Context: an optimization exercise on an open-source flow, tuned for small area, a short achievable clock period and few clock cycles. The choices shown serve that exercise and are no tape-out recipe.
The RTL was checked by simulation tests, not by an equivalence proof against the original design.
No activity file was given, so power comes from the tool's default toggle rates.

[design.v]
module Top(
    input                           sys_clk     ,
    input                           sys_rst_n   ,
    input                           trig        ,
    output  reg                     vld         ,
    input                   [9:0]   data_in     ,
    output  wire    signed  [12:0]  sin_out     ,
    output  wire    signed  [12:0]  cos_out
);
wire [7:0] r = data_in[7:0];
reg  [7:0] w;        
reg        sw;       
reg        s_neg;
reg        c_neg;
reg        busy;
always @(posedge sys_clk) begin
    w     <= r[7] ? (8'd0 - r) : r;
    sw    <= data_in[8] ^ data_in[7];
    s_neg <= data_in[9];
    c_neg <= data_in[9] ^ data_in[8];
end
always @(posedge sys_clk or negedge sys_rst_n) begin
    if (~sys_rst_n) begin
        busy <= 1'b0;
        vld  <= 1'b0;
    end
    else begin
        busy <= trig;
        vld  <= busy;
    end
end
wire [10:0] s_t;
wire [11:0] c_t;
sc_tab tab (.a(w), .s(s_t), .c(c_t));
wire        fix = sw && (w == 8'd108);
wire        w0  = (w == 8'd0);
wire [11:0] s_mag = sw ? c_t : {1'b0, s_t};
wire [11:0] c_mag = sw ? (fix ? 12'd1259 : {1'b0, s_t}) : c_t;
wire        s_n = s_neg & ~(w0 & ~sw);
wire        c_n = c_neg & ~(w0 & sw);
function [11:0] lowzero;
    input [11:0] m;
    reg   [11:0] n;
    reg          a01, a23, a45, a67, a89, p4, p8;
    begin
        n   = ~m;
        a01 = n[0] & n[1];
        a23 = n[2] & n[3];
        a45 = n[4] & n[5];
        a67 = n[6] & n[7];
        a89 = n[8] & n[9];
        p4  = a01 & a23;
        p8  = p4 & (a45 & a67);
        lowzero[0]  = 1'b1;
        lowzero[1]  = n[0];
        lowzero[2]  = a01;
        lowzero[3]  = a01 & n[2];
        lowzero[4]  = p4;
        lowzero[5]  = p4 & n[4];
        lowzero[6]  = p4 & a45;
        lowzero[7]  = p4 & (a45 & n[6]);
        lowzero[8]  = p8;
        lowzero[9]  = p8 & n[8];
        lowzero[10] = p8 & a89;
        lowzero[11] = p8 & (a89 & n[10]);
    end
endfunction
wire [11:0] s_z = lowzero(s_mag);
wire [11:0] c_z = lowzero(c_mag);
reg  [12:0] s_r, c_r;
always @(posedge sys_clk) begin
    s_r <= {s_n, s_mag ^ ({12{s_n}} & ~s_z)};
    c_r <= {c_n, c_mag ^ ({12{c_n}} & ~c_z)};
end
assign sin_out = s_r;
assign cos_out = c_r;
endmodule
module sc_tab(
    input  [7:0] a,
    output [10:0] s,
    output [11:0] c
);
wire new_n32;
wire new_n33;
wire new_n34;
wire new_n35;
wire new_n36;
wire new_n37;
wire new_n38;
wire new_n40;
wire new_n41;
wire new_n42;
wire new_n43;
wire new_n44;
wire new_n45;
wire new_n47;
wire new_n48;
wire new_n49;
wire new_n50;
wire new_n51;
wire new_n52;
wire new_n53;
wire new_n54;
wire new_n55;
wire new_n56;
wire new_n57;
wire new_n58;
wire new_n59;
wire new_n60;
wire new_n61;
wire new_n62;
wire new_n63;
wire new_n64;
wire new_n65;
wire new_n66;
wire new_n67;
wire new_n68;
wire new_n69;
wire new_n70;
wire new_n71;
wire new_n72;
wire new_n73;
wire new_n74;
wire new_n75;
wire new_n76;
wire new_n77;
wire new_n78;
wire new_n79;
wire new_n80;
wire new_n81;
wire new_n82;
wire new_n83;
wire new_n84;
wire new_n85;
wire new_n86;
wire new_n87;
wire new_n88;
wire new_n89;
wire new_n90;
wire new_n91;
wire new_n92;
wire new_n93;
wire new_n94;
wire new_n95;
wire new_n96;
wire new_n97;
wire new_n98;
wire new_n99;
wire new_n100;
wire new_n101;
wire new_n102;
wire new_n103;
wire new_n104;
wire new_n105;
wire new_n106;
wire new_n107;
wire new_n108;
wire new_n109;
wire new_n110;
wire new_n111;
wire new_n112;
wire new_n113;
wire new_n114;
wire new_n115;
wire new_n116;
wire new_n117;
wire new_n118;
wire new_n119;
wire new_n120;
wire new_n121;
wire new_n122;
wire new_n123;
wire new_n124;
wire new_n125;
wire new_n126;
wire new_n127;
wire new_n128;
wire new_n129;
wire new_n130;
wire new_n131;
wire new_n132;
wire new_n133;
wire new_n134;
wire new_n135;
wire new_n136;
wire new_n137;
wire new_n138;
wire new_n139;
wire new_n140;
wire new_n141;
wire new_n142;
wire new_n143;
wire new_n144;
wire new_n145;
wire new_n146;
wire new_n147;
wire new_n148;
wire new_n149;
wire new_n150;
wire new_n151;
wire new_n152;
wire new_n153;
wire new_n154;
wire new_n155;
wire new_n156;
wire new_n157;
wire new_n158;
wire new_n159;
wire new_n160;
wire new_n161;
wire new_n162;
wire new_n163;
wire new_n164;
wire new_n165;
wire new_n166;
wire new_n167;
wire new_n168;
wire new_n169;
wire new_n170;
wire new_n171;
wire new_n172;
wire new_n173;
wire new_n174;
wire new_n175;
wire new_n176;
wire new_n177;
wire new_n178;
wire new_n179;
wire new_n180;
wire new_n181;
wire new_n182;
wire new_n183;
wire new_n184;
wire new_n185;
wire new_n186;
wire new_n187;
wire new_n188;
wire new_n189;
wire new_n190;
wire new_n191;
wire new_n192;
wire new_n193;
wire new_n194;
wire new_n195;
wire new_n196;
wire new_n197;
wire new_n198;
wire new_n199;
wire new_n200;
wire new_n201;
wire new_n202;
wire new_n203;
wire new_n205;
wire new_n206;
wire new_n207;
wire new_n208;
wire new_n210;
wire new_n211;
wire new_n212;
wire new_n213;
wire new_n214;
wire new_n215;
wire new_n218;
wire new_n219;
wire new_n221;
wire new_n222;
wire new_n223;
wire new_n225;
wire new_n226;
wire new_n227;
wire new_n228;
wire new_n229;
wire new_n230;
wire new_n232;
wire new_n233;
wire new_n234;
wire new_n235;
wire new_n236;
wire new_n237;
wire new_n238;
wire new_n239;
wire new_n240;
wire new_n241;
wire new_n243;
wire new_n244;
wire new_n245;
wire new_n246;
wire new_n247;
wire new_n248;
wire new_n249;
wire new_n250;
wire new_n251;
wire new_n252;
wire new_n253;
wire new_n254;
wire new_n255;
wire new_n256;
wire new_n257;
wire new_n258;
wire new_n259;
wire new_n260;
wire new_n261;
wire new_n262;
wire new_n263;
wire new_n264;
wire new_n265;
wire new_n266;
wire new_n267;
wire new_n268;
wire new_n269;
wire new_n270;
wire new_n271;
wire new_n272;
wire new_n274;
wire new_n275;
wire new_n276;
wire new_n277;
wire new_n278;
wire new_n279;
wire new_n280;
wire new_n281;
wire new_n282;
wire new_n283;
wire new_n284;
wire new_n285;
wire new_n286;
wire new_n287;
wire new_n288;
wire new_n289;
wire new_n290;
wire new_n291;
wire new_n292;
wire new_n293;
wire new_n294;
wire new_n295;
wire new_n296;
wire new_n297;
wire new_n298;
wire new_n299;
wire new_n300;
wire new_n301;
wire new_n302;
wire new_n303;
wire new_n304;
wire new_n305;
wire new_n306;
wire new_n307;
wire new_n309;
wire new_n310;
wire new_n311;
wire new_n312;
wire new_n313;
wire new_n314;
wire new_n315;
wire new_n316;
wire new_n317;
wire new_n318;
wire new_n319;
wire new_n320;
wire new_n321;
wire new_n322;
wire new_n323;
wire new_n324;
wire new_n325;
wire new_n326;
wire new_n327;
wire new_n328;
wire new_n329;
wire new_n330;
wire new_n331;
wire new_n332;
wire new_n333;
wire new_n334;
wire new_n335;
wire new_n336;
wire new_n337;
wire new_n338;
wire new_n339;
wire new_n340;
wire new_n341;
wire new_n342;
wire new_n344;
wire new_n345;
wire new_n346;
wire new_n347;
wire new_n348;
wire new_n349;
wire new_n350;
wire new_n351;
wire new_n352;
wire new_n353;
wire new_n354;
wire new_n355;
wire new_n356;
wire new_n357;
wire new_n358;
wire new_n359;
wire new_n360;
wire new_n361;
wire new_n362;
wire new_n363;
wire new_n364;
wire new_n365;
wire new_n366;
wire new_n367;
wire new_n368;
wire new_n369;
wire new_n370;
wire new_n371;
wire new_n372;
wire new_n374;
wire new_n375;
wire new_n376;
wire new_n377;
wire new_n378;
wire new_n379;
wire new_n380;
wire new_n381;
wire new_n382;
wire new_n383;
wire new_n384;
wire new_n385;
wire new_n386;
wire new_n387;
wire new_n388;
wire new_n390;
wire new_n391;
wire new_n392;
wire new_n393;
wire new_n394;
wire new_n395;
wire new_n396;
wire new_n397;
wire new_n398;
wire new_n399;
wire new_n400;
wire new_n401;
wire new_n402;
wire new_n403;
wire new_n404;
wire new_n406;
wire new_n407;
wire new_n408;
wire new_n409;
wire new_n410;
wire new_n411;
wire new_n412;
wire new_n413;
wire new_n414;
wire new_n415;
wire new_n416;
wire new_n417;
wire new_n418;
wire new_n419;
wire new_n420;
wire new_n421;
wire new_n422;
wire new_n423;
wire new_n424;
wire new_n425;
wire new_n426;
wire new_n427;
wire new_n428;
wire new_n430;
wire new_n431;
wire new_n432;
wire new_n433;
wire new_n434;
wire new_n435;
wire new_n436;
wire new_n437;
wire new_n438;
wire new_n439;
wire new_n440;
wire new_n441;
wire new_n442;
wire new_n443;
wire new_n444;
wire new_n445;
wire new_n446;
wire new_n447;
wire new_n448;
wire new_n449;
wire new_n450;
wire new_n451;
wire new_n452;
wire new_n453;
wire new_n454;
wire new_n455;
wire new_n456;
wire new_n458;
wire new_n459;
wire new_n460;
wire new_n461;
wire new_n462;
wire new_n463;
wire new_n464;
wire new_n465;
wire new_n466;
wire new_n467;
wire new_n468;
wire new_n469;
wire new_n470;
wire new_n471;
wire new_n472;
wire new_n473;
wire new_n474;
wire new_n475;
wire new_n476;
wire new_n477;
wire new_n478;
wire new_n479;
wire new_n480;
wire new_n481;
wire new_n482;
wire new_n483;
wire new_n484;
wire new_n485;
wire new_n486;
wire new_n487;
wire new_n488;
wire new_n490;
wire new_n491;
wire new_n492;
wire new_n493;
wire new_n494;
wire new_n495;
wire new_n496;
wire new_n497;
wire new_n498;
wire new_n499;
wire new_n500;
wire new_n501;
wire new_n502;
wire new_n503;
wire new_n504;
wire new_n505;
wire new_n506;
wire new_n507;
wire new_n508;
wire new_n509;
wire new_n510;
wire new_n511;
wire new_n512;
wire new_n513;
wire new_n514;
wire new_n515;
wire new_n516;
wire new_n517;
wire new_n518;
wire new_n519;
wire new_n520;
wire new_n521;
wire new_n522;
wire new_n523;
wire new_n525;
wire new_n526;
wire new_n527;
wire new_n528;
wire new_n529;
wire new_n530;
wire new_n531;
wire new_n532;
wire new_n533;
wire new_n534;
wire new_n535;
wire new_n536;
wire new_n537;
wire new_n538;
wire new_n539;
wire new_n540;
wire new_n541;
wire new_n542;
wire new_n543;
wire new_n544;
wire new_n545;
wire new_n546;
wire new_n547;
wire new_n548;
wire new_n549;
wire new_n550;
wire new_n551;
wire new_n552;
wire new_n553;
wire new_n554;
wire new_n555;
wire new_n556;
wire new_n557;
wire new_n558;
wire new_n559;
wire new_n561;
wire new_n562;
wire new_n563;
wire new_n564;
wire new_n565;
wire new_n566;
wire new_n567;
wire new_n568;
wire new_n569;
wire new_n570;
wire new_n571;
wire new_n572;
wire new_n573;
wire new_n574;
wire new_n575;
wire new_n576;
wire new_n577;
wire new_n578;
wire new_n579;
wire new_n580;
wire new_n581;
wire new_n582;
wire new_n583;
wire new_n584;
wire new_n585;
wire new_n586;
wire new_n587;
wire new_n588;
wire new_n589;
wire new_n590;
wire new_n591;
assign new_n32 = ~a[3] & ~a[1];
assign new_n33 = a[6] & ~new_n32;
assign new_n34 = ~a[3] & ~a[2];
assign new_n35 = a[4] & ~new_n34;
assign new_n36 = new_n33 & new_n35;
assign new_n37 = a[6] & a[5];
assign new_n38 = ~a[7] & ~new_n37;
assign s[10] = ~(~new_n36 & new_n38);
assign new_n40 = ~a[4] & ~a[2];
assign new_n41 = ~a[1] & new_n40;
assign new_n42 = ~a[4] & ~a[3];
assign new_n43 = a[5] & ~new_n42;
assign new_n44 = ~new_n41 & new_n43;
assign new_n45 = ~a[6] & ~new_n44;
assign s[9] = ~s[10] & ~new_n45;
assign new_n47 = a[5] & ~a[3];
assign new_n48 = ~a[5] & a[3];
assign new_n49 = ~new_n47 & ~new_n48;
assign new_n50 = a[1] & a[0];
assign new_n51 = a[3] & ~new_n50;
assign new_n52 = ~new_n49 & ~new_n51;
assign new_n53 = ~a[6] & new_n52;
assign new_n54 = ~a[4] & new_n48;
assign new_n55 = a[4] & ~a[3];
assign new_n56 = ~a[4] & a[3];
assign new_n57 = ~new_n55 & ~new_n56;
assign new_n58 = new_n37 & new_n57;
assign new_n59 = ~new_n54 & ~new_n58;
assign new_n60 = ~new_n53 & new_n59;
assign new_n61 = a[4] & a[3];
assign new_n62 = ~a[3] & ~a[0];
assign new_n63 = a[6] & ~new_n62;
assign new_n64 = ~new_n61 & ~new_n63;
assign new_n65 = ~new_n50 & ~new_n64;
assign new_n66 = new_n60 & new_n65;
assign new_n67 = ~a[5] & a[4];
assign new_n68 = ~a[3] & new_n67;
assign new_n69 = ~a[2] & ~new_n68;
assign new_n70 = a[3] & ~a[1];
assign new_n71 = a[4] & ~new_n70;
assign new_n72 = ~a[4] & ~a[0];
assign new_n73 = new_n48 & new_n72;
assign new_n74 = ~new_n71 & ~new_n73;
assign new_n75 = ~a[6] & ~new_n74;
assign new_n76 = new_n69 & ~new_n75;
assign new_n77 = ~a[3] & ~new_n37;
assign new_n78 = ~a[4] & ~a[1];
assign new_n79 = a[3] & new_n37;
assign new_n80 = ~new_n78 & ~new_n79;
assign new_n81 = ~new_n77 & ~new_n80;
assign new_n82 = new_n76 & ~new_n81;
assign new_n83 = a[6] & a[4];
assign new_n84 = ~new_n49 & new_n83;
assign new_n85 = a[2] & ~new_n84;
assign new_n86 = new_n65 & ~new_n85;
assign new_n87 = ~new_n82 & new_n86;
assign new_n88 = ~new_n66 & ~new_n87;
assign new_n89 = ~a[5] & a[1];
assign new_n90 = new_n42 & new_n89;
assign new_n91 = a[1] & ~new_n42;
assign new_n92 = ~a[0] & ~new_n91;
assign new_n93 = new_n67 & new_n92;
assign new_n94 = ~new_n90 & ~new_n93;
assign new_n95 = a[2] & new_n94;
assign new_n96 = ~new_n47 & new_n95;
assign new_n97 = new_n88 & new_n96;
assign new_n98 = a[5] & a[3];
assign new_n99 = ~a[6] & ~a[4];
assign new_n100 = a[6] & ~new_n56;
assign new_n101 = ~new_n99 & ~new_n100;
assign new_n102 = a[5] & new_n78;
assign new_n103 = ~new_n101 & ~new_n102;
assign new_n104 = new_n98 & ~new_n103;
assign new_n105 = ~new_n68 & ~new_n104;
assign new_n106 = ~new_n47 & new_n105;
assign new_n107 = ~new_n97 & ~new_n106;
assign new_n108 = a[4] & new_n107;
assign new_n109 = ~a[4] & ~new_n107;
assign new_n110 = ~new_n108 & ~new_n109;
assign new_n111 = ~a[6] & a[4];
assign new_n112 = new_n107 & new_n111;
assign new_n113 = new_n99 & ~new_n107;
assign new_n114 = ~new_n112 & ~new_n113;
assign new_n115 = ~a[2] & a[0];
assign new_n116 = ~new_n33 & new_n115;
assign new_n117 = new_n114 & new_n116;
assign new_n118 = ~a[5] & ~a[3];
assign new_n119 = new_n99 & new_n118;
assign new_n120 = ~new_n83 & ~new_n119;
assign new_n121 = a[5] & ~a[1];
assign new_n122 = a[2] & ~a[0];
assign new_n123 = ~new_n115 & ~new_n122;
assign new_n124 = ~new_n37 & ~new_n89;
assign new_n125 = ~new_n123 & new_n124;
assign new_n126 = ~new_n121 & new_n125;
assign new_n127 = ~a[2] & ~a[1];
assign new_n128 = ~new_n67 & ~new_n127;
assign new_n129 = ~a[6] & new_n43;
assign new_n130 = ~new_n128 & new_n129;
assign new_n131 = ~new_n126 & ~new_n130;
assign new_n132 = new_n120 & ~new_n131;
assign new_n133 = ~new_n82 & ~new_n85;
assign new_n134 = ~a[1] & ~a[0];
assign new_n135 = ~new_n50 & ~new_n134;
assign new_n136 = new_n67 & ~new_n135;
assign new_n137 = a[6] & ~new_n136;
assign new_n138 = new_n133 & ~new_n137;
assign new_n139 = a[4] & ~new_n89;
assign new_n140 = ~new_n135 & new_n139;
assign new_n141 = ~a[5] & ~new_n115;
assign new_n142 = ~new_n40 & new_n141;
assign new_n143 = ~new_n140 & ~new_n142;
assign new_n144 = a[1] & ~a[0];
assign new_n145 = a[6] & ~new_n42;
assign new_n146 = ~new_n99 & ~new_n145;
assign new_n147 = ~new_n144 & ~new_n146;
assign new_n148 = a[6] & a[2];
assign new_n149 = new_n55 & new_n148;
assign new_n150 = ~new_n99 & new_n144;
assign new_n151 = ~new_n149 & new_n150;
assign new_n152 = ~new_n147 & ~new_n151;
assign new_n153 = ~new_n143 & ~new_n152;
assign new_n154 = ~new_n138 & new_n153;
assign new_n155 = ~new_n60 & ~new_n133;
assign new_n156 = ~new_n50 & new_n155;
assign new_n157 = new_n154 & ~new_n156;
assign new_n158 = ~new_n132 & ~new_n157;
assign new_n159 = ~new_n117 & new_n158;
assign new_n160 = a[6] & ~new_n141;
assign new_n161 = new_n50 & ~new_n57;
assign new_n162 = a[3] & a[1];
assign new_n163 = a[3] & a[2];
assign new_n164 = ~new_n134 & new_n163;
assign new_n165 = ~a[4] & new_n164;
assign new_n166 = ~new_n162 & ~new_n165;
assign new_n167 = ~new_n161 & ~new_n166;
assign new_n168 = new_n42 & ~new_n135;
assign new_n169 = ~new_n167 & ~new_n168;
assign new_n170 = new_n160 & ~new_n169;
assign new_n171 = ~a[2] & new_n50;
assign new_n172 = ~new_n170 & new_n171;
assign new_n173 = new_n159 & new_n172;
assign new_n174 = ~a[5] & ~new_n111;
assign new_n175 = new_n162 & new_n174;
assign new_n176 = ~new_n65 & new_n175;
assign new_n177 = new_n173 & ~new_n176;
assign new_n178 = ~new_n173 & new_n176;
assign new_n179 = ~new_n177 & ~new_n178;
assign new_n180 = ~new_n122 & new_n162;
assign new_n181 = new_n120 & ~new_n180;
assign new_n182 = ~new_n98 & new_n122;
assign new_n183 = ~new_n77 & ~new_n182;
assign new_n184 = ~a[1] & ~new_n183;
assign new_n185 = new_n181 & ~new_n184;
assign new_n186 = ~a[2] & ~new_n32;
assign new_n187 = new_n37 & new_n186;
assign new_n188 = new_n185 & ~new_n187;
assign new_n189 = new_n83 & new_n186;
assign new_n190 = ~new_n188 & ~new_n189;
assign new_n191 = ~new_n162 & new_n186;
assign new_n192 = ~a[3] & a[0];
assign new_n193 = ~new_n191 & ~new_n192;
assign new_n194 = ~new_n50 & ~new_n193;
assign new_n195 = new_n154 & new_n194;
assign new_n196 = ~new_n190 & ~new_n195;
assign new_n197 = ~a[3] & a[2];
assign new_n198 = ~new_n159 & new_n197;
assign new_n199 = new_n196 & ~new_n198;
assign new_n200 = ~a[1] & new_n197;
assign new_n201 = ~new_n159 & new_n200;
assign new_n202 = ~a[7] & ~new_n201;
assign new_n203 = ~new_n199 & new_n202;
assign s[5] = ~(new_n179 & new_n203);
assign new_n205 = ~a[2] & new_n134;
assign new_n206 = new_n119 & new_n205;
assign new_n207 = ~a[7] & ~new_n206;
assign new_n208 = a[5] & new_n36;
assign c[9] = new_n207 & ~new_n208;
assign new_n210 = new_n83 & c[9];
assign new_n211 = s[5] & new_n210;
assign new_n212 = s[10] & c[9];
assign new_n213 = ~new_n211 & ~new_n212;
assign new_n214 = new_n83 & s[5];
assign new_n215 = ~s[10] & ~c[9];
assign c[11] = ~new_n214 & new_n215;
assign c[8] = new_n213 & ~c[11];
assign new_n218 = new_n110 & ~c[8];
assign new_n219 = ~a[7] & ~new_n114;
assign s[8] = ~new_n218 & ~new_n219;
assign new_n221 = new_n88 & new_n95;
assign new_n222 = ~new_n105 & ~new_n221;
assign new_n223 = ~a[7] & ~new_n222;
assign s[7] = ~(~new_n155 & new_n223);
assign new_n225 = a[5] & new_n99;
assign new_n226 = ~new_n51 & new_n225;
assign new_n227 = a[1] & new_n133;
assign new_n228 = ~new_n226 & ~new_n227;
assign new_n229 = new_n221 & new_n228;
assign new_n230 = ~a[7] & ~new_n229;
assign s[6] = ~new_n82 & new_n230;
assign new_n232 = ~a[5] & ~new_n134;
assign new_n233 = a[4] & a[2];
assign new_n234 = ~new_n40 & ~new_n233;
assign new_n235 = new_n232 & ~new_n234;
assign new_n236 = ~a[4] & a[0];
assign new_n237 = ~a[6] & ~a[2];
assign new_n238 = ~new_n236 & new_n237;
assign new_n239 = new_n235 & new_n238;
assign new_n240 = ~new_n170 & ~new_n239;
assign new_n241 = new_n159 & new_n240;
assign s[4] = ~a[7] & ~new_n241;
assign new_n243 = ~a[1] & a[0];
assign new_n244 = ~new_n118 & ~new_n148;
assign new_n245 = ~new_n174 & new_n244;
assign new_n246 = ~a[5] & new_n42;
assign new_n247 = ~new_n245 & ~new_n246;
assign new_n248 = new_n243 & ~new_n247;
assign new_n249 = new_n127 & new_n155;
assign new_n250 = ~a[5] & ~new_n99;
assign new_n251 = ~new_n100 & ~new_n250;
assign new_n252 = new_n48 & new_n148;
assign new_n253 = ~new_n251 & ~new_n252;
assign new_n254 = a[1] & ~new_n253;
assign new_n255 = ~a[1] & ~new_n83;
assign new_n256 = new_n250 & new_n255;
assign new_n257 = ~new_n254 & ~new_n256;
assign new_n258 = ~a[0] & ~new_n257;
assign new_n259 = ~a[7] & ~new_n258;
assign new_n260 = new_n50 & ~new_n118;
assign new_n261 = ~new_n245 & new_n260;
assign new_n262 = ~new_n133 & new_n261;
assign new_n263 = new_n259 & ~new_n262;
assign new_n264 = ~new_n249 & new_n263;
assign new_n265 = ~new_n248 & new_n264;
assign new_n266 = ~new_n195 & new_n265;
assign new_n267 = new_n107 & new_n122;
assign new_n268 = a[0] & ~new_n107;
assign new_n269 = ~new_n267 & ~new_n268;
assign new_n270 = new_n37 & ~new_n269;
assign new_n271 = new_n266 & ~new_n270;
assign new_n272 = new_n111 & new_n173;
assign s[3] = ~(new_n271 & ~new_n272);
assign new_n274 = a[2] & a[1];
assign new_n275 = ~new_n246 & ~new_n274;
assign new_n276 = a[4] & new_n50;
assign new_n277 = ~a[6] & ~new_n276;
assign new_n278 = ~new_n138 & ~new_n277;
assign new_n279 = new_n61 & new_n134;
assign new_n280 = new_n47 & new_n144;
assign new_n281 = a[2] & ~a[1];
assign new_n282 = new_n98 & new_n281;
assign new_n283 = ~new_n280 & ~new_n282;
assign new_n284 = ~new_n279 & new_n283;
assign new_n285 = new_n278 & new_n284;
assign new_n286 = new_n275 & new_n285;
assign new_n287 = ~a[6] & ~new_n48;
assign new_n288 = ~new_n286 & ~new_n287;
assign new_n289 = ~new_n249 & ~new_n288;
assign new_n290 = ~a[0] & ~new_n289;
assign new_n291 = ~new_n34 & ~new_n163;
assign new_n292 = ~a[5] & new_n291;
assign new_n293 = new_n275 & new_n292;
assign new_n294 = ~a[1] & ~new_n118;
assign new_n295 = ~new_n35 & new_n294;
assign new_n296 = a[5] & new_n274;
assign new_n297 = a[4] & new_n296;
assign new_n298 = ~new_n295 & ~new_n297;
assign new_n299 = ~new_n293 & new_n298;
assign new_n300 = new_n285 & new_n299;
assign new_n301 = ~a[6] & ~a[5];
assign new_n302 = ~new_n274 & new_n301;
assign new_n303 = a[3] & new_n302;
assign new_n304 = a[0] & ~new_n303;
assign new_n305 = ~new_n249 & new_n304;
assign new_n306 = ~new_n300 & new_n305;
assign new_n307 = ~new_n290 & ~new_n306;
assign s[2] = ~a[7] & ~new_n307;
assign new_n309 = ~a[0] & new_n67;
assign new_n310 = ~new_n128 & ~new_n309;
assign new_n311 = ~a[1] & ~new_n310;
assign new_n312 = a[4] & ~new_n243;
assign new_n313 = ~new_n40 & ~new_n48;
assign new_n314 = ~new_n312 & new_n313;
assign new_n315 = a[6] & ~new_n314;
assign new_n316 = ~new_n311 & new_n315;
assign new_n317 = ~new_n47 & ~new_n316;
assign new_n318 = a[4] & ~a[0];
assign new_n319 = ~a[4] & ~new_n122;
assign new_n320 = ~new_n318 & ~new_n319;
assign new_n321 = ~new_n238 & ~new_n320;
assign new_n322 = new_n162 & ~new_n321;
assign new_n323 = new_n278 & ~new_n322;
assign new_n324 = a[5] & a[4];
assign new_n325 = ~a[2] & ~new_n161;
assign new_n326 = ~new_n324 & ~new_n325;
assign new_n327 = ~new_n323 & new_n326;
assign new_n328 = new_n317 & ~new_n327;
assign new_n329 = ~new_n111 & ~new_n118;
assign new_n330 = new_n148 & ~new_n318;
assign new_n331 = ~a[2] & ~new_n63;
assign new_n332 = ~new_n330 & ~new_n331;
assign new_n333 = ~new_n185 & ~new_n332;
assign new_n334 = new_n329 & ~new_n333;
assign new_n335 = ~new_n70 & new_n334;
assign new_n336 = a[3] & ~new_n281;
assign new_n337 = ~new_n135 & new_n336;
assign new_n338 = ~new_n228 & new_n337;
assign new_n339 = new_n335 & ~new_n338;
assign new_n340 = new_n144 & new_n228;
assign new_n341 = new_n339 & ~new_n340;
assign new_n342 = ~new_n328 & ~new_n341;
assign s[1] = ~a[7] & new_n342;
assign new_n344 = new_n63 & ~new_n123;
assign new_n345 = ~new_n40 & ~new_n55;
assign new_n346 = a[1] & ~new_n345;
assign new_n347 = ~new_n344 & ~new_n346;
assign new_n348 = a[5] & new_n347;
assign new_n349 = ~new_n322 & ~new_n348;
assign new_n350 = new_n115 & new_n162;
assign new_n351 = a[4] & new_n62;
assign new_n352 = ~new_n350 & ~new_n351;
assign new_n353 = new_n61 & new_n115;
assign new_n354 = new_n352 & ~new_n353;
assign new_n355 = new_n134 & ~new_n234;
assign new_n356 = ~new_n33 & ~new_n83;
assign new_n357 = ~new_n355 & ~new_n356;
assign new_n358 = new_n354 & new_n357;
assign new_n359 = ~new_n57 & new_n135;
assign new_n360 = ~a[6] & ~new_n90;
assign new_n361 = ~new_n359 & new_n360;
assign new_n362 = ~new_n37 & ~new_n361;
assign new_n363 = ~new_n358 & new_n362;
assign new_n364 = new_n349 & ~new_n363;
assign new_n365 = new_n42 & new_n274;
assign new_n366 = ~new_n279 & ~new_n365;
assign new_n367 = a[3] & ~a[2];
assign new_n368 = ~a[6] & a[5];
assign new_n369 = ~new_n40 & new_n368;
assign new_n370 = ~new_n367 & new_n369;
assign new_n371 = new_n366 & new_n370;
assign new_n372 = ~a[7] & ~new_n371;
assign s[0] = ~new_n364 & new_n372;
assign new_n374 = ~s[10] & ~new_n214;
assign new_n375 = ~a[6] & c[9];
assign new_n376 = new_n374 & ~new_n375;
assign new_n377 = a[4] & ~a[1];
assign new_n378 = a[1] & ~new_n99;
assign new_n379 = ~new_n35 & new_n378;
assign new_n380 = ~a[4] & ~new_n291;
assign new_n381 = new_n379 & ~new_n380;
assign new_n382 = ~new_n377 & ~new_n381;
assign new_n383 = new_n33 & ~new_n382;
assign new_n384 = new_n61 & ~new_n127;
assign new_n385 = ~new_n145 & ~new_n384;
assign new_n386 = ~new_n383 & new_n385;
assign new_n387 = a[5] & c[9];
assign new_n388 = ~new_n386 & new_n387;
assign c[7] = ~new_n376 & ~new_n388;
assign new_n390 = a[6] & ~a[5];
assign new_n391 = new_n133 & new_n390;
assign new_n392 = ~new_n129 & ~new_n391;
assign new_n393 = ~new_n47 & ~new_n127;
assign new_n394 = a[4] & new_n393;
assign new_n395 = ~new_n41 & ~new_n394;
assign new_n396 = ~new_n157 & ~new_n395;
assign new_n397 = ~new_n117 & new_n396;
assign new_n398 = ~new_n392 & ~new_n397;
assign new_n399 = new_n47 & ~new_n274;
assign new_n400 = a[2] & new_n162;
assign new_n401 = ~new_n54 & ~new_n400;
assign new_n402 = ~new_n399 & new_n401;
assign new_n403 = a[6] & ~new_n402;
assign new_n404 = new_n207 & ~new_n403;
assign c[6] = ~new_n398 & new_n404;
assign new_n406 = ~a[6] & a[3];
assign new_n407 = new_n127 & ~new_n406;
assign new_n408 = new_n43 & new_n407;
assign new_n409 = ~new_n54 & ~new_n301;
assign new_n410 = ~new_n408 & new_n409;
assign new_n411 = ~new_n164 & ~new_n410;
assign new_n412 = ~a[1] & new_n62;
assign new_n413 = new_n40 & new_n412;
assign new_n414 = new_n411 & ~new_n413;
assign new_n415 = ~new_n128 & ~new_n236;
assign new_n416 = new_n406 & ~new_n415;
assign new_n417 = a[2] & new_n68;
assign new_n418 = ~a[7] & ~new_n417;
assign new_n419 = ~new_n416 & new_n418;
assign new_n420 = ~new_n414 & new_n419;
assign new_n421 = ~a[3] & ~new_n50;
assign new_n422 = new_n232 & ~new_n421;
assign new_n423 = ~new_n280 & ~new_n422;
assign new_n424 = new_n133 & ~new_n423;
assign new_n425 = new_n420 & ~new_n424;
assign new_n426 = ~a[0] & new_n41;
assign new_n427 = ~new_n296 & ~new_n426;
assign new_n428 = a[6] & ~new_n427;
assign c[5] = ~(new_n425 & ~new_n428);
assign new_n430 = a[3] & ~new_n134;
assign new_n431 = a[2] & ~new_n430;
assign new_n432 = new_n250 & ~new_n412;
assign new_n433 = new_n431 & new_n432;
assign new_n434 = new_n207 & ~new_n433;
assign new_n435 = new_n49 & new_n205;
assign new_n436 = ~new_n301 & new_n435;
assign new_n437 = new_n434 & ~new_n436;
assign new_n438 = a[6] & ~new_n159;
assign new_n439 = new_n118 & ~new_n438;
assign new_n440 = new_n47 & new_n91;
assign new_n441 = ~new_n78 & ~new_n440;
assign new_n442 = ~new_n159 & ~new_n441;
assign new_n443 = ~new_n163 & new_n234;
assign new_n444 = ~new_n83 & ~new_n443;
assign new_n445 = ~new_n160 & new_n444;
assign new_n446 = a[3] & ~new_n89;
assign new_n447 = ~new_n301 & new_n446;
assign new_n448 = ~a[5] & new_n122;
assign new_n449 = ~new_n37 & ~new_n448;
assign new_n450 = ~new_n447 & new_n449;
assign new_n451 = ~new_n121 & ~new_n450;
assign new_n452 = ~new_n445 & new_n451;
assign new_n453 = ~new_n296 & new_n445;
assign new_n454 = ~new_n452 & ~new_n453;
assign new_n455 = ~new_n442 & new_n454;
assign new_n456 = ~new_n439 & new_n455;
assign c[4] = new_n437 & ~new_n456;
assign new_n458 = a[6] & new_n57;
assign new_n459 = ~new_n41 & ~new_n448;
assign new_n460 = new_n458 & ~new_n459;
assign new_n461 = new_n43 & new_n50;
assign new_n462 = ~new_n301 & ~new_n421;
assign new_n463 = ~a[4] & ~new_n260;
assign new_n464 = ~new_n462 & new_n463;
assign new_n465 = ~new_n84 & ~new_n160;
assign new_n466 = ~new_n464 & new_n465;
assign new_n467 = ~new_n461 & new_n466;
assign new_n468 = ~new_n76 & new_n467;
assign new_n469 = ~new_n161 & ~new_n312;
assign new_n470 = ~new_n416 & new_n469;
assign new_n471 = new_n76 & new_n470;
assign new_n472 = ~new_n468 & ~new_n471;
assign new_n473 = a[0] & new_n37;
assign new_n474 = new_n472 & ~new_n473;
assign new_n475 = new_n235 & ~new_n315;
assign new_n476 = new_n98 & new_n144;
assign new_n477 = ~new_n475 & ~new_n476;
assign new_n478 = a[2] & new_n135;
assign new_n479 = ~a[2] & new_n92;
assign new_n480 = ~new_n478 & ~new_n479;
assign new_n481 = new_n315 & ~new_n480;
assign new_n482 = new_n477 & ~new_n481;
assign new_n483 = new_n155 & new_n355;
assign new_n484 = new_n482 & ~new_n483;
assign new_n485 = ~new_n474 & new_n484;
assign new_n486 = new_n460 & new_n485;
assign new_n487 = ~a[7] & ~new_n486;
assign new_n488 = ~new_n460 & ~new_n485;
assign c[3] = ~(new_n487 & ~new_n488);
assign new_n490 = ~a[4] & ~new_n274;
assign new_n491 = a[0] & ~new_n490;
assign new_n492 = new_n120 & ~new_n491;
assign new_n493 = ~new_n446 & ~new_n492;
assign new_n494 = new_n334 & new_n412;
assign new_n495 = ~new_n493 & ~new_n494;
assign new_n496 = ~a[5] & ~new_n281;
assign new_n497 = new_n257 & new_n496;
assign new_n498 = ~new_n495 & ~new_n497;
assign new_n499 = ~new_n56 & new_n89;
assign new_n500 = ~new_n447 & ~new_n499;
assign new_n501 = ~new_n83 & ~new_n500;
assign new_n502 = a[0] & ~new_n133;
assign new_n503 = ~a[0] & new_n133;
assign new_n504 = ~new_n502 & ~new_n503;
assign new_n505 = new_n377 & ~new_n504;
assign new_n506 = ~new_n37 & ~new_n122;
assign new_n507 = ~new_n154 & new_n506;
assign new_n508 = new_n505 & new_n507;
assign new_n509 = ~new_n501 & new_n508;
assign new_n510 = ~a[3] & ~new_n236;
assign new_n511 = ~new_n99 & ~new_n135;
assign new_n512 = new_n510 & ~new_n511;
assign new_n513 = ~a[6] & new_n50;
assign new_n514 = ~new_n260 & ~new_n513;
assign new_n515 = ~a[2] & new_n514;
assign new_n516 = ~new_n512 & new_n515;
assign new_n517 = ~a[0] & ~new_n71;
assign new_n518 = ~new_n103 & new_n517;
assign new_n519 = new_n516 & ~new_n518;
assign new_n520 = new_n501 & ~new_n507;
assign new_n521 = ~new_n519 & ~new_n520;
assign new_n522 = ~new_n509 & new_n521;
assign new_n523 = ~new_n498 & new_n522;
assign c[2] = ~a[7] & ~new_n523;
assign new_n525 = a[2] & a[0];
assign new_n526 = ~new_n367 & ~new_n525;
assign new_n527 = ~a[5] & new_n526;
assign new_n528 = a[6] & ~new_n527;
assign new_n529 = ~a[6] & a[2];
assign new_n530 = ~new_n243 & ~new_n529;
assign new_n531 = ~a[4] & ~new_n530;
assign new_n532 = ~new_n185 & new_n531;
assign new_n533 = ~new_n528 & ~new_n532;
assign new_n534 = a[4] & ~new_n62;
assign new_n535 = a[5] & new_n171;
assign new_n536 = new_n534 & ~new_n535;
assign new_n537 = ~new_n52 & ~new_n446;
assign new_n538 = new_n536 & ~new_n537;
assign new_n539 = ~a[5] & new_n134;
assign new_n540 = new_n319 & ~new_n350;
assign new_n541 = ~new_n539 & new_n540;
assign new_n542 = ~new_n538 & ~new_n541;
assign new_n543 = ~a[1] & ~new_n367;
assign new_n544 = ~new_n542 & ~new_n543;
assign new_n545 = ~new_n533 & ~new_n544;
assign new_n546 = new_n34 & new_n144;
assign new_n547 = ~new_n513 & ~new_n546;
assign new_n548 = ~new_n98 & new_n547;
assign new_n549 = ~new_n505 & new_n548;
assign new_n550 = new_n57 & new_n238;
assign new_n551 = a[1] & new_n550;
assign new_n552 = a[5] & ~new_n551;
assign new_n553 = ~new_n78 & ~new_n543;
assign new_n554 = ~new_n61 & ~new_n237;
assign new_n555 = ~new_n553 & ~new_n554;
assign new_n556 = ~new_n165 & ~new_n555;
assign new_n557 = new_n552 & new_n556;
assign new_n558 = ~new_n549 & ~new_n557;
assign new_n559 = ~new_n545 & ~new_n558;
assign c[1] = ~a[7] & ~new_n559;
assign new_n561 = ~a[1] & ~new_n99;
assign new_n562 = ~a[4] & a[1];
assign new_n563 = new_n163 & ~new_n562;
assign new_n564 = ~new_n561 & new_n563;
assign new_n565 = ~new_n383 & ~new_n564;
assign new_n566 = ~a[0] & ~new_n565;
assign new_n567 = ~a[4] & ~new_n34;
assign new_n568 = ~a[6] & ~new_n567;
assign new_n569 = ~new_n42 & new_n281;
assign new_n570 = a[0] & ~new_n569;
assign new_n571 = ~new_n568 & new_n570;
assign new_n572 = ~new_n381 & new_n571;
assign new_n573 = new_n55 & new_n205;
assign new_n574 = ~new_n572 & ~new_n573;
assign new_n575 = new_n552 & new_n574;
assign new_n576 = ~new_n566 & new_n575;
assign new_n577 = ~a[7] & ~new_n576;
assign new_n578 = ~new_n32 & ~new_n196;
assign new_n579 = new_n154 & ~new_n578;
assign new_n580 = ~new_n61 & ~new_n546;
assign new_n581 = ~new_n337 & new_n580;
assign new_n582 = ~a[6] & ~new_n581;
assign new_n583 = new_n42 & new_n115;
assign new_n584 = new_n525 & ~new_n562;
assign new_n585 = ~new_n583 & ~new_n584;
assign new_n586 = ~a[5] & new_n585;
assign new_n587 = ~new_n582 & new_n586;
assign new_n588 = new_n145 & ~new_n162;
assign new_n589 = new_n382 & new_n588;
assign new_n590 = new_n587 & ~new_n589;
assign new_n591 = ~new_n579 & new_n590;
assign c[0] = new_n577 & ~new_n591;
assign c[10] = ~c[11];
endmodule
[flow/run.sh]
#!/bin/bash
# The standard layout (standard.sh), with three changes: synthesis maps no adder
# cells (ADDER_MAP_FILE empty, so ABC maps that logic with the rest), port buffers are
# buf_2 instead of the delay buffer buffer_ports picks by default, and timing repair
# aims for 6.8 ns of setup slack. The clock period and constraints are the standard flow's.
set -euo pipefail
bash standard.sh ADDER_MAP_FILE= "BUFFER_PORTS_ARGS=-buffer_cell sky130_fd_sc_hd__buf_2" SETUP_SLACK_MARGIN=6.8  finish > standard_flow.log 2>&1
[config.mk]
export PLATFORM = sky130hd
export DESIGN_NAME = Top
export DESIGN_NICKNAME = Top
export VERILOG_FILES = /design/flow/design.v
export SDC_FILE = /design/flow/constraint.sdc
export NUM_CORES = 4
export LEC_CHECK = 0
export ABC_AREA = 1
export CAP_MARGIN = 20
export CORE_MARGIN = 2
export CORE_UTILIZATION = 40
export SLEW_MARGIN = 20
export SYNTH_MEMORY_MAX_BITS = 32768
[standard.sh]
#!/bin/bash
# synth_recipe.tcl (not shown) runs the flow's synth.tcl, then flattens the netlist and writes it again
# the make line also repeats each setting of config.mk as NAME=value (left out here)
make -C /OpenROAD-flow-scripts/flow DESIGN_CONFIG=/design/flow/config.mk WORK_HOME=/design/flow/orfs CLKGATE_MAP_FILE= SYNTH_SCRIPT=/design/flow/synth_recipe.tcl "${@:-finish}"
[constraint.sdc]
create_clock -name core_clock -period 10.0 [get_ports {sys_clk}]
set_input_delay 2.0000 -clock core_clock [delete_from_list [all_inputs] [get_ports {sys_clk}]]
set_output_delay 2.0000 -clock core_clock [all_outputs]
set_load 0.01 [all_outputs]
==> impl.org <==
** Critical path
- Origin of the critical flop-to-flop path :: w[3]
- Reg2reg end :: c_r[5]
- Arrival time reported for the critical path endpoint :: approximately 3.2 ns
- Critical path type :: flip-flop to flip-flop
- Reg-to-reg setup timing slack :: 7.00 ns
- Register-to-Register Path Depth :: 21
- STA classifies the critical path startpoint as a flip-flop.
- Data required time at the worst endpoint :: about 10 ns
- Along the worst path, the maximum fanout reaches 10.
- Critical Path End Type :: flip-flop

** Final layout
- Relative area change from synthesis to final layout :: 11.4%
- Fraction of layout instances using a drive strength above 1 :: 15.8%
- Fillcell total :: a little under 1000
- Combined flip-flop and latch cell area :: ~810 um2
- 0 antenna diodes ended up in the layout.
- Most common library cell in the layout ignoring fill and taps :: sky130_fd_sc_hd__nand2_1
- Post-layout util :: between 40% and 50%
- Final Net Count :: 710
- Leaving out fill and tap cells, the most frequent cells in the layout are sky130_fd_sc_hd__nand2_1 (197), sky130_fd_sc_hd__nor2_1 (77), sky130_fd_sc_hd__nand3_1 (65).
- Area of the multi-input gates :: between 2000 and 3000 um2

** Routing
- Via Count :: 4985
- The detailed router finished its first iteration with 877 violations.
- Ratio of routed vias to standard cells :: 6.16
- Aggregate routed wire length :: 15500 um
- After detailed routing, the average wire length per cell comes to ~19 um.
- Drt drc :: 0
- The detail route stage leaves a number of antenna-violating nets equal to 0.
- For this run, the detailed router's first-pass iteration total came to 8.

** Clock network
- Latest clock arrival within the worst-skew pair :: 0.30 ns
- CTS placed an instance of sky130_fd_sc_hd__clkbuf_8 at the clock tree root.
- In this run the number of H-tree levels came out at 2.
- Clk buf depth :: 2
- After clock tree synthesis, the flow added hold-fix buffers numbering 0.
- Clock-pin slew reported for the worst setup and hold paths after clock tree synthesis :: 0.08 ns
- TritonCTS built the clock tree.
- Number of clock sinks seen by CTS :: 39
- Number of buffers added by the clock tree synthesis step :: 5

** Placement
- Buffers added on ports :: 39
- Half-perimeter wire length after detailed placement :: 11700 um
- The congestion estimate from routability-driven global placement came to roughly 1.2.

** Yosys
- Synth warn :: 1
- Part of the Yosys area used for sequential elements :: 20.9%
- The synthesized netlist occupies a cell area of 3770 um2.
- After synthesis, the mean cell area works out to 5.66 um2.
- Among all flip-flop cells after synthesis, the most frequent one is sky130_fd_sc_hd__dfxtp_1.
- The synthesized design contains 39 register bits.
- Number of synthesized flops with an enable pin :: 0
- Number of different library cells in the post-synthesis netlist :: 49
- The cell count after synthesis came out at between 600 and 700.
- Post-Synthesis Net Count :: 680
- Of all flip-flops after synthesis, the portion carrying an async set or reset was 5.13%.

** Pwr
- Power share of the clock group :: 17.0%
- Of the total power, registers draw 27.9%.
- For this design the ratio of total power to cell area is 187 nW/um2.
- Peak VDD IR :: 87.8 uV
- After layout, the design draws a total of 0.788 mW.
- In this run the power spent charging and discharging nets is 0.378 mW.
- Cell internal power dissipation :: 0.409 mW
- Sw Ratio :: 48.0%
- Share of power burned in combinational logic :: 55.2%
- Leakage power total :: approximately 2.1 nW

** Global routing
- Total Routing Usage GR :: 30.7%
- Number of antenna violations at the first check in global routing :: 0
- Number of global-route vias before repair :: 4507
- The first global-routing pass estimated around 24000 um of wire.
- Largest net degree at the start of global routing :: 27
- Overflow left after global routing :: 0

** Floorplan
- The initialized floorplan defines 35 standard-cell rows.
- The floorplan step defined a die boundary enclosing 10200 um2.
- The floorplan step set the die width to around 100 um.
- Core area :: 9200 um2
- For this configuration, the core starts out at a cell density of 41.0%.
- Vert. Die Dim :: 101 um
- Pin placement for this block handled 40 I/O pins.

** Timing
- Time the final worst path needs with I/O delays and setup :: 3.00 ns
- Unrepaired setup endpoints after global routing :: no
- For the final database, setup skew stands at 0.00753 ns.
- Timing-limited maximum frequency :: approximately 0.33 GHz
- The worst pin sits at a relative slew slack of 40.7%.
- In the finished design, the share of the clock period the worst path needs comes to roughly 30%.
- Slew of the pin with the lowest slew margin :: 0.889 ns
- Setup violations remaining at the end of the flow were counted as 0.
- Pins over their slew limit :: 0
- Number of hold-slack violations in the final timing report :: 0
- For the final routed database, the setup TNS stands at 0 ns.

** Hold path
- For hold timing, the worst endpoint is vld.
- Worst hold path stage count :: 0
- In this run the worst hold path is classified as flip-flop to flip-flop.
- The worst hold path begins at busy.

** Run
- The tool flagged a number of max-cap violations equal to 0.

** Outcome
- The run finished with no timing, DRC or antenna violations.
==> through the flow <==
step / instance area [um2] / setup WS [ns] / hold slack, ns / instances
2_1_floorplan: 3770 / 7.15 / 0.331 / 667
6_report: 4210 / 7.00 / 0.369 / 809
4_1_cts: 4090 / 6.88 / 0.368 / 801
3_5_place_dp: 3970 / 6.53 / 0.348 / 793
5_1_grt: 4210 / 6.80 / 0.371 / 809
3_3_place_gp: 3970 / 6.45 / 0.344 / 793
==> flip-flops by register name, summed over array words and instances (netlist names) <==
signal  cells
c_neg       1
c_r        13
w           8
sw          1
s_r        13
busy        1
vld         1
s_neg       1
==> power by group through the flow <==
stage          logic [mW]  registers [mW]  clock network (mW)
6_report            0.435           0.219               0.134
5_1_grt             0.471           0.224               0.144
4_1_cts             0.405           0.222               0.138
3_5_place_dp        0.403           0.225                   0
3_3_place_gp        0.413           0.225                   0
2_1_floorplan       0.271           0.233                   0
==> cells in the mapped netlist (2+ instances only) <==
library cell | count | area (um2)
sky130_fd_sc_hd__nor3_1 | 15 | 75.1
sky130_fd_sc_hd__a21oi_1 | 24 | 120
sky130_fd_sc_hd__o21ai_1 | 12 | 60.1
sky130_fd_sc_hd__nand3_2 | 2 | 20.0
sky130_fd_sc_hd__clkinv_1 | 2 | 7.51
sky130_fd_sc_hd__nor2_2 | 6 | 37.5
sky130_fd_sc_hd__nand4_1 | 9 | 56.3
sky130_fd_sc_hd__dfxtp_1 | 37 | 741
sky130_fd_sc_hd__nand2_1 | 200 | 751
sky130_fd_sc_hd__o22ai_1 | 5 | 31.3
sky130_fd_sc_hd__nand2_2 | 10 | 62.6
sky130_fd_sc_hd__o211ai_1 | 9 | 67.6
sky130_fd_sc_hd__a31oi_1 | 2 | 12.5
sky130_fd_sc_hd__buf_2 | 11 | 55.1
sky130_fd_sc_hd__o31ai_1 | 3 | 22.5
sky130_fd_sc_hd__o21ai_0 | 36 | 180
sky130_fd_sc_hd__xnor2_1 | 8 | 70.1
sky130_fd_sc_hd__o21ai_2 | 4 | 35.0
sky130_fd_sc_hd__xor2_1 | 14 | 123
sky130_fd_sc_hd__dfrtp_1 | 2 | 50.1
sky130_fd_sc_hd__nor2_1 | 78 | 293
sky130_fd_sc_hd__inv_2 | 13 | 48.8
sky130_fd_sc_hd__inv_1 | 64 | 240
sky130_fd_sc_hd__nand3_1 | 65 | 325
sky130_fd_sc_hd__clkbuf_1 | 5 | 18.8
sky130_fd_sc_hd__buf_4 | 7 | 52.6
sky130_fd_sc_hd__buf_6 | 2 | 22.5
==> critical path, cell delays in order, from the launching register on <==
cell and delay, ns:
sky130_fd_sc_hd__dfxtp_4 0.38, sky130_fd_sc_hd__buf_4 0.19, sky130_fd_sc_hd__nor2_1 0.37, sky130_fd_sc_hd__nand2_1 0.14, sky130_fd_sc_hd__nand2_1 0.19, sky130_fd_sc_hd__a21oi_1 0.06
sky130_fd_sc_hd__nand2_1 0.11, sky130_fd_sc_hd__nand2_1 0.08, sky130_fd_sc_hd__nand3_1 0.08, sky130_fd_sc_hd__nand2_1 0.04, sky130_fd_sc_hd__o21ai_0 0.12, sky130_fd_sc_hd__nand2_1 0.10
sky130_fd_sc_hd__nor2_1 0.12, sky130_fd_sc_hd__nand2_1 0.13, sky130_fd_sc_hd__nand3_1 0.10, sky130_fd_sc_hd__nand2_1 0.09, sky130_fd_sc_hd__nor2_1 0.16, sky130_fd_sc_hd__nand2_1 0.10
sky130_fd_sc_hd__nor2_1 0.13, sky130_fd_sc_hd__nor2_1 0.06, sky130_fd_sc_hd__nand2_1 0.07, sky130_fd_sc_hd__nand2_1 0.05
==> per-layer routing <==
metal | part of all wire (%) | vias to the layer above | track usage, %
met5 | 0 | - | 0
met4 | 8.6 | 0 | 19.5
met3 | 14 | 143 | 8.90
met2 | 40 | 486 | 45.4
met1 | 37 | 2133 | 39.2
li1 | - | 2223 | -
==> cells by family (layout without fill, tap and decap cells) <==
logic type | Yosys count | count (layout) | share of synthesized area, %
AOI/OAI and AO/OA | 107 | 107 | 16.9
and+or+nand+nor | 393 | 393 | 45.0
buffers and inverters | 106 | 137 | 12.1
DFF | 39 | 39 | 20.9
xor gates and xnor gates | 22 | 22 | 5.10
==> timing repair <==
| item | in CTS | in global routing |
|---|---|---|
| gates resized for setup | 6 | 21 |
| cloned | 0 | 1 |
| setup endpoints to repair | 14 | 12 |
| buffers inserted | 0 | 7 |
| hold endpoints to repair | 0 | 0 |
==> worst max-delay path by stage <==
stage	start	endpoint	slack, ns
floorplan	data_in[1]	w[5]	7.15
global placement	w[4]	c_r[5]	6.45
detailed placement	w[4]	c_r[6]	6.53
CTS	w[3]	s_r[6]	6.88
global route	w[4]	c_r[6]	6.80
finish	w[3]	c_r[5]	7.00
==> cell type report <==
type	instances	area share [%]
Tap cell	111	3.30
Inverter	80	7.47
Clock inverter	3	1.04
Clock buffer	5	1.64
Timing Repair Buffer	48	6.51
Sequential cell	39	19.2
Multi-Input combinational cell	522	60.7
Timing Repair inverter	1	0.119
Testbench counts, summed over its fixed seeds: cycles 4,800.

[port drivers added, routing unchanged]
No port has a modelled driver above. Below, the same layout with a new extraction and two added sets of constraints.
Step 1: set_driving_cell puts a clkbuf_16 on sys_clk and a buf_2 on each other input, an assumption about the parent block.
Step 2 adds t to the input delays and takes it off the output delays; t is the mean of the earliest and latest rising clock arrival at the registers after step 1. Input paths then give back, and output paths get back, about the clock's delay inside the block.
Three values: no drivers, after step 1, after step 2; two values: the first two.
t, ns: 0.327
setup slack, ns: 7.004 / 7.004 / 6.918
slew at the worst register clock pin (ns): 0.08 / 0.08
worst slew at a driven data input, ns: 0.03
cell pins on the clock port's net: 1
After both steps setup and hold are still met in this run. For this run, drivers alone change the setup slack by 0.000 ns; drivers and shift together by -0.086 ns.
